This is an optimization exercise on Yosys and OpenROAD, whose aim is small area and a short achievable clock period, not a production implementation. At most, simulation tests tie the RTL to the original design; equivalence was not proved.

Setup of 12-21:
==> flow/design.v <==
`timescale 1ns / 1ps
module IPD_core
	(
		input wire [18:0] yk, rk,
		input wire [18:0] yp,       
		input wire [18:0] ik1,
		output wire [19:0] n_ik,      
		output wire [19:0] n_a
    );
localparam [18:0] MAX = 19'h3FFFF;
localparam [18:0] MIN = 19'h40000;
function [39:0] csa(input [19:0] a, input [19:0] b, input [19:0] c);
	csa = {((a & b) | (a & c) | (b & c)) << 1, a ^ b ^ c};
endfunction
wire ypmin = (yp == MIN);
wire ymin = (yk == MIN);
wire [19:0] t0 = {yk[18], yk} - {yp[18], yp};
wire [19:0] t = {t0[19] ^ ypmin, t0[18:0]};
wire signed [19:0] ts = t;
wire d_min = ts >= 20'sd3496;       
wire d_max = ts <= -20'sd3496;      
wire dsat = d_min | d_max;
wire d_wrap = (ts >= 20'sd1748) | (ts <= -20'sd1748);
wire [39:0] l1 = csa(~(t << 7), ~(t << 4), ~(t << 3));
wire [39:0] l2 = csa(l1[19:0], {l1[39:21], 1'b1}, {t[18:0], 1'b1});
wire signed [18:0] ys = yk;
wire p_min = ys >= 19'sd29128;      
wire p_max = ys <= -19'sd29128;     
wire psat = p_min | p_max;
wire p_wrap = (ys >= 19'sd14564) | (ys <= -19'sd14564);
wire par_p = psat ? p_max : p_wrap;
wire [19:0] yw = {yk[18], yk};
wire [19:0] p18 = (yw << 4) + (yw << 1);
wire [19:0] pm1 = p_min ? 20'hBFFFF : p_max ? 20'hBFFFE : ~p18;
wire [39:0] l3 = csa(l2[19:0], {l2[39:21], 1'b1}, pm1);
wire [19:0] v = l3[19:0] + {l3[39:21], 1'b1};
wire [19:0] a_w = {v[19] ^ d_wrap ^ par_p, v[18:0]};
wire [19:0] pd = pm1 + {19'd0, ~d_max};
wire [1:0] pd_hi = pd[19:18] + 2'b11;
wire [19:0] a_s = {pd_hi[1] ^ d_max ^ par_p, pd_hi[0], pd[17:0]};
wire [19:0] a = dsat ? a_s : a_w;            
wire [19:0] e0 = {rk[18], rk} - {yk[18], yk};
wire [19:0] e = {e0[19] ^ ymin, e0[18:0]};
wire signed [19:0] es = e;
wire m_max = es >= 20'sd74899;
wire m_min = es <= -20'sd74899;
wire msat = m_max | m_min;
wire m_wrap = (es >= 20'sd37450) | (es <= -20'sd37450);
wire [39:0] lq = csa(e << 3, ~e, {ik1[18], ik1});
wire [19:0] q = lq[19:0] + {lq[39:21], 1'b1};
wire [19:0] ik_w = {q[19] ^ m_wrap, q[18:0]};
wire [18:0] ik1_dec = {1'b0, ik1[17:0]} + 19'h7FFFF;
wire [18:0] ik_max = ik1[18] ? ik1_dec : MAX;
wire [18:0] ik_min = ik1[18] ? MIN : {1'b1, ik1[17:0]};
wire [19:0] ik = m_max ? {ik_max[18], ik_max} : m_min ? {ik_min[18], ik_min} : ik_w;
assign n_ik = ik;
assign n_a = a;
endmodule
module IPD_out
	(
		input wire [19:0] a1,      
		input wire [18:0] ik1,
		output wire [18:0] pidk
    );
localparam [18:0] MAX = 19'h3FFFF;
localparam [18:0] MIN = 19'h40000;
wire [18:0] a = (a1[19] != a1[18]) ? (a1[19] ? MIN : MAX) : a1[18:0];
wire [19:0] sum = {a[18], a} + {ik1[18], ik1};
assign pidk = (sum[19] != sum[18]) ? {sum[19], {18{~sum[19]}}} : sum[18:0];
endmodule
module I_PD #(parameter size=19)
	(
		input wire clk, rst, EN,
		input wire signed [size-1:0] yk, rk,
		output wire signed [size-1:0] pidk
    );
reg [18:0] yp;
reg [19:0] a1, ir;
wire [19:0] n_ik;
wire [18:0] ik1 = (ir[19] != ir[18]) ? {ir[19], {18{~ir[19]}}} : ir[18:0];
wire [19:0] n_a;
IPD_core core (.yk(yk), .rk(rk), .yp(yp), .ik1(ik1),
	.n_ik(n_ik), .n_a(n_a));
IPD_out out (.a1(a1), .ik1(ik1), .pidk(pidk));
always @(posedge clk or posedge rst)
begin
	if (rst) begin
		yp <= 19'd0;
		ir <= 20'd0;
		a1 <= 20'd0;
	end
	else if (EN) begin
		yp <= yk;
		ir <= n_ik;
		a1 <= n_a;
	end
end
endmodule
export LEC_CHECK = 0
export CAP_MARGIN = 20
export CORE_MARGIN = 2
export CORE_UTILIZATION = 40
export PLACE_DENSITY = 0.6
export SLEW_MARGIN = 20
create_clock -name core_clock -period 20.0 [get_ports {clk}]
standard.sh (not shown) runs the stock make flow with config.mk's settings and CLKGATE_MAP_FILE= SYNTH_SCRIPT=/design/flow/synth_recipe.tcl, a recipe that flattens the netlist after the stock synthesis.
==> flow/flow/run.sh <==
#!/bin/bash
# Standard ORFS layout, except that the port buffers are buf_2 cells
# instead of the delay cells buffer_ports picks by default.
set -euo pipefail
export BUFFER_PORTS_ARGS="-buffer_cell sky130_fd_sc_hd__buf_2"
bash standard.sh finish > standard_flow.log 2>&1
What 05-27 does differently from 12-21 at the input level:
==> flow/design.v, changed modules only <==
module IPD_core
	(
		input wire [18:0] yk, rk,
		input wire [18:0] yp,       
		input wire [18:0] ik1,
		output wire [18:0] n_ik1,
		output wire [19:0] n_a
    );
localparam [18:0] MAX = 19'h3FFFF;
localparam [18:0] MIN = 19'h40000;
function [18:0] clamp20(input [19:0] s);
	clamp20 = (s[19] != s[18]) ? (s[19] ? MIN : MAX) : s[18:0];
endfunction
function [39:0] csa(input [19:0] a, input [19:0] b, input [19:0] c);
	csa = {((a & b) | (a & c) | (b & c)) << 1, a ^ b ^ c};
endfunction
wire ypmin = (yp == MIN);
wire ymin = (yk == MIN);
wire [19:0] t0 = {yk[18], yk} - {yp[18], yp};
wire [19:0] t = {t0[19] ^ ypmin, t0[18:0]};
wire signed [19:0] ts = t;
wire d_min = ts >= 20'sd3496;       
wire d_max = ts <= -20'sd3496;      
wire dsat = d_min | d_max;
wire d_wrap = (ts >= 20'sd1748) | (ts <= -20'sd1748);
wire [39:0] l1 = csa(~(t << 7), ~(t << 4), ~(t << 3));
wire [39:0] l2 = csa(l1[19:0], {l1[39:21], 1'b1}, {t[18:0], 1'b1});
wire [19:0] ds = d_min ? 20'hC0000 : d_max ? 20'h3FFFF : l2[19:0];
wire [19:0] dc = dsat ? 20'd0 : {l2[39:21], 1'b1};
wire signed [18:0] ys = yk;
wire p_min = ys >= 19'sd29128;      
wire p_max = ys <= -19'sd29128;     
wire psat = p_min | p_max;
wire p_wrap = (ys >= 19'sd14564) | (ys <= -19'sd14564);
wire [19:0] yc = psat ? 20'h20000 : {yk[18], yk};
wire [19:0] pm1 = ~(yc << 4) + ~(yc << 1) + {19'd0, ~p_max};
wire [39:0] l3 = csa(ds, dc, pm1);
wire [19:0] v = l3[19:0] + {l3[39:21], 1'b1};
wire par_a = (dsat ? 1'b0 : d_wrap) ^ (psat ? p_max : p_wrap);
wire [19:0] a = {v[19] ^ par_a, v[18:0]};    
wire [19:0] e0 = {rk[18], rk} - {yk[18], yk};
wire [19:0] e = {e0[19] ^ ymin, e0[18:0]};
wire signed [19:0] es = e;
wire m_max = es >= 20'sd74899;
wire m_min = es <= -20'sd74899;
wire msat = m_max | m_min;
wire m_wrap = (es >= 20'sd37450) | (es <= -20'sd37450);
wire [39:0] lq = csa(e << 3, ~e, {ik1[18], ik1});
wire [19:0] q = lq[19:0] + {lq[39:21], 1'b1};
wire [18:0] ik_w = clamp20({q[19] ^ m_wrap, q[18:0]});
wire [18:0] ik1_dec = {1'b0, ik1[17:0]} + 19'h7FFFF;
wire [18:0] ik_max = ik1[18] ? ik1_dec : MAX;
wire [18:0] ik_min = ik1[18] ? MIN : {1'b1, ik1[17:0]};
wire [18:0] ik = m_max ? ik_max : m_min ? ik_min : ik_w;
assign n_ik1 = ik;
assign n_a = a;
endmodule
module I_PD #(parameter size=19)
	(
		input wire clk, rst, EN,
		input wire signed [size-1:0] yk, rk,
		output wire signed [size-1:0] pidk
    );
reg [18:0] yp, ik1;
reg [19:0] a1;
wire [18:0] n_ik1;
wire [19:0] n_a;
IPD_core core (.yk(yk), .rk(rk), .yp(yp), .ik1(ik1),
	.n_ik1(n_ik1), .n_a(n_a));
IPD_out out (.a1(a1), .ik1(ik1), .pidk(pidk));
always @(posedge clk or posedge rst)
begin
	if (rst) begin
		yp <= 19'd0;
		ik1 <= 19'd0;
		a1 <= 20'd0;
	end
	else if (EN) begin
		yp <= yk;
		ik1 <= n_ik1;
		a1 <= n_a;
	end
end
endmodule
==> comparison <==
Relative to 12-21, number of placed cells counting well taps has decreased by 4.8% in 05-27.
12-21 has higher post-route worst setup slack than 05-27.
Synthesized area (05-27 over 12-21): decrease, 5.2%
When 05-27 is set beside 12-21, its share of the clock period used by the worst path turns out to be 4.0 points larger.
The RTL of 12-21 was laid out without a check of its function.

## afterwards: timing with drivers on the ports
The results above use ideal ports. As a check the final layouts listed here were re-extracted and re-timed, cells and wires unchanged.
Step 1 assumes that a clkbuf_16 drives the clock port and a buf_2 every other input.
Step 2 adds t to the input delays and takes it off the output delays; t is the mean of the earliest and latest rising clock arrival at the registers after step 1. Input paths then give back, and output paths get back, about the clock's delay inside the block.
a / b / c = ideal ports / drivers / drivers and shift; a / b = the first two.
run	shift t [ns]	setup slack, ns	hold WS [ns]	worst setup path after step 2	latest minus earliest clock arrival (ns)
12-21	0.395	9.890 / 9.842 / 9.846	0.507 / 0.507 / 0.507	input to register	0.016 / 0.016
05-27	0.390	9.094 / 9.118 / 8.728	0.510 / 0.510 / 0.510	input to register	0.012 / 0.012
After both steps setup and hold are still met in every run listed. The setup slack of 05-27, which loses most, moves by +0.024 ns with the drivers and by -0.366 ns with both steps.
